Source: an optimization exercise on an open RTL-to-GDS flow (aim: small area, a short achievable clock period and few clock cycles per item). Production flows keep margins and buffers that such runs may drop. Power is estimated from default activity; no workload was simulated.

==> flow/design.v <==
module divider #(
    parameter WIDTH = 32
)(
    input  logic                   clk,
    input  logic                   rst_n,
    input  logic                   start,
    input  logic [WIDTH-1:0]       dividend,
    input  logic [WIDTH-1:0]       divisor,
    output logic [WIDTH-1:0]       quotient,
    output logic [WIDTH-1:0]       remainder,
    output logic                   done
);
    logic        busy;
    logic [3:0]  cnt;           
    logic [31:0] rem_reg;       
    logic [31:0] quo_reg;       
    logic [31:0] dsr_reg;       
    logic [15:0] pair_a, pair_d;
    logic [3:0]  pa, pd;
    always_comb begin
        for (int i = 0; i < 16; i++) begin
            pair_a[i] = dividend[2*i+1] | dividend[2*i];
            pair_d[i] = divisor[2*i+1]  | divisor[2*i];
        end
        pa[3] = |pair_a[15:8];
        pa[2] = pa[3] ? |pair_a[15:12] : |pair_a[7:4];
        pa[1] = pa[3] ? (pa[2] ? |pair_a[15:14] : |pair_a[11:10])
                      : (pa[2] ? |pair_a[7:6]   : |pair_a[3:2]);
        pa[0] = pa[3] ? (pa[2] ? (pa[1] ? pair_a[15] : pair_a[13]) : (pa[1] ? pair_a[11] : pair_a[9]))
                      : (pa[2] ? (pa[1] ? pair_a[7]  : pair_a[5])  : (pa[1] ? pair_a[3]  : pair_a[1]));
        pd[3] = |pair_d[15:8];
        pd[2] = pd[3] ? |pair_d[15:12] : |pair_d[7:4];
        pd[1] = pd[3] ? (pd[2] ? |pair_d[15:14] : |pair_d[11:10])
                      : (pd[2] ? |pair_d[7:6]   : |pair_d[3:2]);
        pd[0] = pd[3] ? (pd[2] ? (pd[1] ? pair_d[15] : pair_d[13]) : (pd[1] ? pair_d[11] : pair_d[9]))
                      : (pd[2] ? (pd[1] ? pair_d[7]  : pair_d[5])  : (pd[1] ? pair_d[3]  : pair_d[1]));
    end
    logic [4:0]  pdiff;
    logic [31:0] dsr_sh, dsr_init;
    logic [3:0]  cnt_init;
    logic        dz;
    assign pdiff    = {1'b0, pa} - {1'b0, pd};
    assign dz       = ~|divisor;
    assign dsr_sh   = divisor << {pdiff[3:0], 1'b0};
    assign dsr_init = pdiff[4] ? divisor : dsr_sh;
    assign cnt_init = dz ? 4'd15 : (pdiff[4] ? 4'd0 : pdiff[3:0]);
    logic [34:0] r, d1, d2, d3;
    assign r  = {3'b0, rem_reg};
    assign d1 = r - {3'b0, dsr_reg};
    assign d2 = r - {2'b0, dsr_reg, 1'b0};
    logic [34:0] nd, n2d, s3, cy3;
    assign nd  = ~{3'b0, dsr_reg};
    assign n2d = ~{2'b0, dsr_reg, 1'b0};
    assign s3  = r ^ nd ^ n2d;
    assign cy3 = (r & nd) | (r & n2d) | (nd & n2d);
    assign d3  = s3 - ~{cy3[33:0], 1'b1};
    logic        ge1, ge2, ge3;
    logic [1:0]  qd;
    logic [31:0] rnext;
    assign ge1 = ~d1[34];
    assign ge2 = ~d2[34];
    assign ge3 = ~d3[34];
    assign qd  = {ge2, ge3 | (ge1 & ~ge2)};
    assign rnext = ({32{ge3}}        & d3[31:0])
                 | ({32{ge2 & ~ge3}} & d2[31:0])
                 | ({32{ge1 & ~ge2}} & d1[31:0])
                 | ({32{~ge1}}       & rem_reg);
    always_ff @(posedge clk or negedge rst_n) begin
        if (!rst_n) begin
            busy <= 1'b0;
            done <= 1'b0;
        end else begin
            done <= busy && cnt == 4'd0;
            if (start)
                busy <= 1'b1;
            else if (cnt == 4'd0)
                busy <= 1'b0;
        end
    end
    always_ff @(posedge clk) begin
        if (start) begin
            rem_reg <= dividend;
            quo_reg <= 32'd0;
        end else if (busy) begin
            rem_reg <= rnext;
            quo_reg <= {quo_reg[29:0], qd};
        end
    end
    always_ff @(posedge clk) begin
        if (start) begin
            dsr_reg <= dsr_init;
            cnt     <= cnt_init;
        end else begin
            dsr_reg <= {2'b00, dsr_reg[31:2]};
            cnt     <= cnt - 4'd1;
        end
    end
    assign quotient  = quo_reg;
    assign remainder = rem_reg;
endmodule
clock: 5.0 ns
lec_check: 0
cap_margin: 20
core_margin: 2
core_utilization: 40
setup_slack_margin: 1
slew_margin: 20
standard.sh (not shown) runs the stock make flow with config.mk's settings and CLKGATE_MAP_FILE= SYNTH_SCRIPT=/design/flow/synth_recipe.tcl, a recipe that flattens the netlist after the stock synthesis.
==> flow/flow/run.sh <==
#!/bin/bash
# The standard layout, with each port buffered by a sky130 buf_1 instead of
# the buffer buffer_ports picks by default.
set -euo pipefail
export BUFFER_PORTS_ARGS="-buffer_cell sky130_fd_sc_hd__buf_1"
bash standard.sh > standard.log 2>&1
==> next run, changes <==
--- a/flow/design.v
+++ b/flow/design.v
@@ -12,32 +12,15 @@
 );
     logic        busy;
     logic [3:0]  cnt;           
     logic [31:0] rem_reg;       
     logic [31:0] quo_reg;       
     logic [31:0] dsr_reg;       
-    logic [15:0] pair_a, pair_d;
-    logic [3:0]  pa, pd;
-    always_comb begin
-        for (int i = 0; i < 16; i++) begin
-            pair_a[i] = dividend[2*i+1] | dividend[2*i];
-            pair_d[i] = divisor[2*i+1]  | divisor[2*i];
-        end
-        pa[3] = |pair_a[15:8];
-        pa[2] = pa[3] ? |pair_a[15:12] : |pair_a[7:4];
-        pa[1] = pa[3] ? (pa[2] ? |pair_a[15:14] : |pair_a[11:10])
-                      : (pa[2] ? |pair_a[7:6]   : |pair_a[3:2]);
-        pa[0] = pa[3] ? (pa[2] ? (pa[1] ? pair_a[15] : pair_a[13]) : (pa[1] ? pair_a[11] : pair_a[9]))
-                      : (pa[2] ? (pa[1] ? pair_a[7]  : pair_a[5])  : (pa[1] ? pair_a[3]  : pair_a[1]));
-        pd[3] = |pair_d[15:8];
-        pd[2] = pd[3] ? |pair_d[15:12] : |pair_d[7:4];
-        pd[1] = pd[3] ? (pd[2] ? |pair_d[15:14] : |pair_d[11:10])
-                      : (pd[2] ? |pair_d[7:6]   : |pair_d[3:2]);
-        pd[0] = pd[3] ? (pd[2] ? (pd[1] ? pair_d[15] : pair_d[13]) : (pd[1] ? pair_d[11] : pair_d[9]))
-                      : (pd[2] ? (pd[1] ? pair_d[7]  : pair_d[5])  : (pd[1] ? pair_d[3]  : pair_d[1]));
-    end
+    logic [3:0] pa, pd;
+    lead_pair u_lead_a (.x(dividend), .p(pa));
+    lead_pair u_lead_d (.x(divisor),  .p(pd));
     logic [4:0]  pdiff;
     logic [31:0] dsr_sh, dsr_init;
     logic [3:0]  cnt_init;
     logic        dz;
     assign pdiff    = {1'b0, pa} - {1'b0, pd};
     assign dz       = ~|divisor;
@@ -95,6 +78,23 @@
             cnt     <= cnt - 4'd1;
         end
     end
     assign quotient  = quo_reg;
     assign remainder = rem_reg;
 endmodule
+module lead_pair (
+    input  logic [31:0] x,
+    output logic [3:0]  p
+);
+    logic [32:0] none;
+    always_comb begin
+        none[32] = 1'b1;
+        for (int i = 31; i >= 0; i--)
+            none[i] = ~|(x >> i);
+        for (int k = 0; k < 4; k++) begin
+            p[k] = 1'b0;
+            for (int b = 0; b < (32 >> (k + 2)); b++)
+                p[k] = p[k] | (none[(b + 1) << (k + 2)]
+                               & ~none[(b << (k + 2)) + (1 << (k + 1))]);
+        end
+    end
+endmodule
The changed run ran to the end with no violations.
Via count came out higher slightly.
Sequential share of layout area came out higher by 0.91 points.
Area after synthesis went up by a few percent.
Global-route usage is lower by 1.3 points.
Final cell count fell slightly.
Wire length is lower by a few percent.
Cell area goes down by a few percent.
Die area rises slightly.
Power barely changes.
Utilization came out lower by 3.2 points.
No run of this note included a check of the RTL's function; only the layout flow was run.

==> port drivers added, routing unchanged <==
In the flow no input, the clock included, has a driving cell. The finished layouts below were timed again as built, in two steps.
Step 1, drivers: a clkbuf_16 drives clk and a buf_2 each remaining input, both assumed.
Step 2 moves the port delays by t, midway between the first and last clock arrival at a register: inputs arrive t later, outputs are due t later. That takes back most of the time a late clock gives input paths.
Three values: ideal, step 1, step 2; two values: the first two.
run	t (ns)	slack for setup (ns)	clock arrival spread, ns	worst data-port slew with drivers (ns)
the first run	0.422	0.619 / 0.638 / 0.216	0.015 / 0.016	0.04
the second run	0.409	0.812 / 0.831 / 0.421	0.016 / 0.017	0.05
After both steps every run listed still meets setup and hold. The setup slack of the first run, which loses most, moves by +0.019 ns with the drivers and by -0.403 ns with both steps.
